From an optimization exercise on the open Yosys and OpenROAD flow, aimed at small area; shortcuts taken in it are not production practice.
In this exercise RTL edits were held to simulation tests only and were not proved equivalent to the original.
The clock port is modelled as an ideal driver, which makes a skipped or thinned clock tree look cheaper than it is; a real chip needs a root buffer or a tree.
No activity file was given, so power comes from the tool's default toggle rates.

== P ==
## game_master_core
module game_master_core (
    input  logic       clk,
    input  logic       rst,
    input  logic       u_btn,
    input  logic       r_btn,
    input  logic       l_btn,
    input  logic       die_en,
    input  logic [2:0] die_value,
    output logic [3:0] sec0,
    output logic [3:0] sec1,
    output logic [3:0] min0,
    output logic [3:0] min1,
    output logic [5:0] p1_position,
    output logic [5:0] p2_position,
    output logic [2:0] play_state,
    output logic       wait_p1,
    output logic       wait_p2,
    output logic [1:0] score_p1,
    output logic [1:0] score_p2,
    output logic       scl,
    input  logic       sda_i,
    output logic       sda_o,
    output logic       sda_oe
);
    function automatic logic [12:0] l13(input logic [12:0] s);
        l13 = {s[11:0], ~(s[12] ^ s[3] ^ s[2] ^ s[0])};
    endfunction
    function automatic logic [9:0] l10(input logic [9:0] s);
        l10 = {s[8:0], ~(s[9] ^ s[6])};
    endfunction
    function automatic logic [6:0] l7(input logic [6:0] s);
        l7 = {s[5:0], ~(s[6] ^ s[5])};
    endfunction
    localparam logic [12:0] C13_1    = 13'h1;      
    localparam logic [12:0] C13_3000 = 13'h1cd0;   
    localparam logic [12:0] C13_7999 = 13'hb86;    
    localparam logic [9:0]  C10_999  = 10'h2b2;    
    localparam logic [6:0]  C7_24    = 7'h57;
    localparam logic [6:0]  C7_26    = 7'h5c;
    localparam logic [6:0]  C7_49    = 7'h2b;
    localparam logic [6:0]  C7_74    = 7'h6c;
    localparam logic [6:0]  C7_76    = 7'h32;
    localparam logic [6:0]  C7_99    = 7'h4b;
  ...
For scale: roughly 880 cells after synthesis, ~50 I/O pins, ~0.0068 sq mm of cells after synthesis.
export LEC_CHECK = 0
export CAP_MARGIN = 20
export CORE_MARGIN = 2
export CORE_UTILIZATION = 60
export CTS_BUF_LIST = sky130_fd_sc_hd__clkbuf_8
export PLACE_DENSITY = 0.75
export SLEW_MARGIN = 20
create_clock -name core_clock -period 10.0 [get_ports {clk}]
standard.sh (not shown) runs the stock make flow with config.mk's settings and CLKGATE_MAP_FILE= SYNTH_SCRIPT=/design/flow/synth_recipe.tcl, a recipe that flattens the netlist after the stock synthesis.
==> flow/flow/run.sh <==
#!/bin/bash
# Own layout flow: the standard synthesis, then an area re-mapping of its
# combinational logic (the flip-flops stay exactly as synthesized), then
# the standard layout steps with port buffers of the smallest size and a
# smaller balanced clock tree of our own (flow/cts.tcl).
# Each tool's output goes to a log of its own in this folder.
set -euo pipefail
W=$PWD
R=$W/orfs/results/$FLOW_PLATFORM/game_master_core/base
LIB=$FLOW_HOME/platforms/$FLOW_PLATFORM/lib/sky130_fd_sc_hd__tt_025C_1v80.lib
YOSYS=${YOSYS_EXE:-$(dirname "$FLOW_HOME")/tools/install/yosys/bin/yosys}

# 1. standard synthesis (1_2_yosys.v, 1_synth.odb)
bash standard.sh synth > log_1_synth.log 2>&1

# 2. area re-mapping of the combinational logic
cp "$R/1_2_yosys.v" "$W/1_2_yosys_standard.v"
sed -e "s#IN_LIB#$LIB#g" -e "s#IN_NETLIST#$W/1_2_yosys_standard.v#" \
    -e "s#OUT_NETLIST#$W/1_2_yosys_remapped.v#" -e "s#OUT_STAT#$W/remapped_stat.txt#" \
    flow/reabc.ys > "$W/reabc_run.ys"
"$YOSYS" -s "$W/reabc_run.ys" > log_2_reabc.log 2>&1
cp "$W/1_2_yosys_remapped.v" "$R/1_2_yosys.v"
rm -f "$R/1_synth.odb" "$R/1_synth.sdc"

# 3. placement, with port buffers of the smallest size
PORTBUF="BUFFER_PORTS_ARGS=-buffer_cell sky130_fd_sc_hd__buf_1"
bash standard.sh "$PORTBUF" place > log_3_place.log 2>&1

# 4. clock tree: flow/cts.tcl in place of ORFS's CTS step (a root buffer and
#    ten leaf buffers, each driving one cluster of flip-flops)
bash standard.sh run "RUN_SCRIPT=$W/flow/cts.tcl" RUN_LOG_NAME_STEM=4_1_cts \
    MY_CTS_CLOCK_PORT=clk MY_CTS_LEAVES=8 MY_CTS_LEAF_CELL=sky130_fd_sc_hd__clkbuf_8 \
    MY_CTS_ROOT_CELL=sky130_fd_sc_hd__clkbuf_8 > log_4_cts.log 2>&1
test -f "$R/4_1_cts.odb"

# 5. routing and the rest of the standard layout
bash standard.sh "$PORTBUF" finish > log_5_route_finish.log 2>&1
test -f out/final.def
==> flow/flow/cts.tcl <==
# Clock tree step in place of ORFS's CTS: a two-level balanced tree.
# A root buffer beside the clk pin drives NLEAF leaf buffers; each leaf drives
# one cluster of flip-flops (k-means on their placed locations) and sits at
# the cluster's centre. Then the same legalisation and timing repair as ORFS's
# CTS step, and the same outputs (4_1_cts.odb, 4_cts.sdc).
utl::set_metrics_stage "cts__{}"
source $::env(SCRIPTS_DIR)/load.tcl
erase_non_stage_variables cts
load_design 3_place.odb 3_place.sdc

set nleaf [expr {[info exists ::env(MY_CTS_LEAVES)] ? $::env(MY_CTS_LEAVES) : 6}]
set leaf_cell [expr {[info exists ::env(MY_CTS_LEAF_CELL)] ? $::env(MY_CTS_LEAF_CELL) : "sky130_fd_sc_hd__clkbuf_8"}]
set root_cell [expr {[info exists ::env(MY_CTS_ROOT_CELL)] ? $::env(MY_CTS_ROOT_CELL) : "sky130_fd_sc_hd__clkbuf_8"}]

set db [ord::get_db]
set block [ord::get_db_block]
set clk_bterm [$block findBTerm $::env(MY_CTS_CLOCK_PORT)]
set clk_net [$clk_bterm getNet]

# flip-flop clock pins on the clock net
set sinks {}
foreach it [$clk_net getITerms] {
  lappend sinks $it
}
set n [llength $sinks]
puts "manual CTS: $n sinks, $nleaf leaves ($leaf_cell), root $root_cell"

proc iterm_xy { it } {
  set box [[$it getInst] getBBox]
  return [list [expr {([$box xMin] + [$box xMax]) / 2.0}] [expr {([$box yMin] + [$box yMax]) / 2.0}]]
}
set pts {}
foreach it $sinks { lappend pts [iterm_xy $it] }

# k-means, seeded with points spread along x then y order
set order [lsort -real -index 0 [lmap p $pts {set p}]]
set cent {}
for {set k 0} {$k < $nleaf} {incr k} {
  lappend cent [lindex $order [expr {int(($k + 0.5) * $n / $nleaf)}]]
}
set assign [lrepeat $n 0]
for {set iter 0} {$iter < 50} {incr iter} {
  # balanced assignment: each cluster takes at most ceil(n/nleaf) sinks,
  # points taken in order of their best distance
  set cap [expr {int(ceil(double($n) / $nleaf))}]
  set pairs {}
  for {set i 0} {$i < $n} {incr i} {
    lassign [lindex $pts $i] x y
    for {set k 0} {$k < $nleaf} {incr k} {
      lassign [lindex $cent $k] cx cy
      lappend pairs [list [expr {abs($x - $cx) + abs($y - $cy)}] $i $k]
    }
  }
  set pairs [lsort -real -index 0 $pairs]
  set done [lrepeat $n 0]
  set fill [lrepeat $nleaf 0]
  set new [lrepeat $n 0]
  foreach pr $pairs {
    lassign $pr d i k
    if {[lindex $done $i] || [lindex $fill $k] >= $cap} continue
    lset done $i 1
    lset fill $k [expr {[lindex $fill $k] + 1}]
    lset new $i $k
  }
  set ncent {}
  for {set k 0} {$k < $nleaf} {incr k} {
    set sx 0.0; set sy 0.0; set c 0
    for {set i 0} {$i < $n} {incr i} {
      if {[lindex $new $i] == $k} {
        lassign [lindex $pts $i] x y
        set sx [expr {$sx + $x}]; set sy [expr {$sy + $y}]; incr c
      }
    }
    if {$c > 0} { lappend ncent [list [expr {$sx / $c}] [expr {$sy / $c}]] } else { lappend ncent [lindex $cent $k] }
  }
  set cent $ncent
  if {$new == $assign} break
  set assign $new
}

# root buffer next to the clock pin
set pin_box [$clk_bterm getBBox]
set px [expr {([$pin_box xMin] + [$pin_box xMax]) / 2}]
set py [expr {([$pin_box yMin] + [$pin_box yMax]) / 2}]
set core [$block getCoreArea]
set px [expr {max([$core xMin], min($px, [$core xMax] - 10000))}]
set py [expr {max([$core yMin], min($py, [$core yMax] - 10000))}]

set root [odb::dbInst_create $block [$db findMaster $root_cell] clkbuf_root]
$root setLocation $px $py
$root setPlacementStatus PLACED
set root_net [odb::dbNet_create $block clknet_root]
$root_net setSigType CLOCK
[$root findITerm A] connect $clk_net
[$root findITerm X] connect $root_net

for {set k 0} {$k < $nleaf} {incr k} {
  lassign [lindex $cent $k] cx cy
  set b [odb::dbInst_create $block [$db findMaster $leaf_cell] clkbuf_leaf_$k]
  $b setLocation [expr {int($cx)}] [expr {int($cy)}]
  $b setPlacementStatus PLACED
  set net [odb::dbNet_create $block clknet_leaf_$k]
  $net setSigType CLOCK
  [$b findITerm A] connect $root_net
  [$b findITerm X] connect $net
  set cnt 0
  for {set i 0} {$i < $n} {incr i} {
    if {[lindex $assign $i] == $k} {
      set it [lindex $sinks $i]
      $it disconnect
      $it connect $net
      incr cnt
    }
  }
  puts "leaf $k: $cnt sinks at ([expr {int($cx)}], [expr {int($cy)}])"
}

set_propagated_clock [all_clocks]

set_placement_padding -global \
  -left $::env(CELL_PAD_IN_SITES_DETAIL_PLACEMENT) \
  -right $::env(CELL_PAD_IN_SITES_DETAIL_PLACEMENT)
detailed_placement
log_cmd estimate_parasitics -placement

report_clock_skew
report_check_types -max_slew -max_capacitance -violators

repair_timing_helper
detailed_placement
check_placement -verbose

report_metrics 4 "cts final"

orfs_write_db $::env(RESULTS_DIR)/4_1_cts.odb
orfs_write_sdc $::env(RESULTS_DIR)/4_cts.sdc
Other scripts of this flow, unchanged in this note and not shown: flow/flow/reabc.ys
[inputs] Q vs P
- a change of CORE_UTILIZATION from 60 to 40
- a change of PLACE_DENSITY from 0.75 to 0.6
diff --git a/flow/flow/run.sh b/flow/flow/run.sh
--- a/flow/flow/run.sh
+++ b/flow/flow/run.sh
@@ -31,3 +31,3 @@
 bash standard.sh run "RUN_SCRIPT=$W/flow/cts.tcl" RUN_LOG_NAME_STEM=4_1_cts \
-    MY_CTS_CLOCK_PORT=clk MY_CTS_LEAVES=8 MY_CTS_LEAF_CELL=sky130_fd_sc_hd__clkbuf_8 \
+    MY_CTS_CLOCK_PORT=clk MY_CTS_LEAVES=10 MY_CTS_LEAF_CELL=sky130_fd_sc_hd__clkbuf_8 \
     MY_CTS_ROOT_CELL=sky130_fd_sc_hd__clkbuf_8 > log_4_cts.log 2>&1
In the tables for Q and P, part of the total power dissipated in the clock network reads lower with P. In Q, met1 wire length is higher than in P. Between P and Q, final instance area increased. Final critical-path share of the clock period: Q > P. P -> Q: post-route setup TNS delta 0, exact match. The total via count in the routed design reported for Q is smaller than that of P by 138. Relative contribution of combinational cells to total power down 0.5 points in Q wrt P. In the floorplan summary, Q is listed with a die area greater than that of P. In Q, the global routing met2 resource utilization came out 15 points below the value in P.
In every run of this note, the design's own scripts or RTL, not TritonCTS, make the clock network.

==> separate check: timing with driven ports <==
The flow's constraints put no driver on any port. The routed layouts listed below were extracted and timed again, unchanged, in two steps. Step 1: set_driving_cell puts a clkbuf_16 on clk and a buf_2 on each other input, an assumption about the parent block. Step 2 adds t to the input delays and takes it off the output delays; t is the mean of the earliest and latest rising clock arrival at the registers after step 1. Input paths then give back, and output paths get back, about the clock's delay inside the block. Three values: no drivers, after step 1, after step 2; two values: the first two.
| run | t (ns) | slack for setup (ns) | latest minus earliest clock arrival (ns) | slew at the worst register clock pin (ns) |
|---|---|---|---|---|
| P | 0.429 | 5.960 / 5.944 / 6.315 | 0.025 / 0.025 | 0.13 / 0.13 |
| Q | 0.445 | 5.932 / 5.916 / 6.285 | 0.011 / 0.011 | 0.10 / 0.10 |
After both steps every run listed still meets setup and hold.
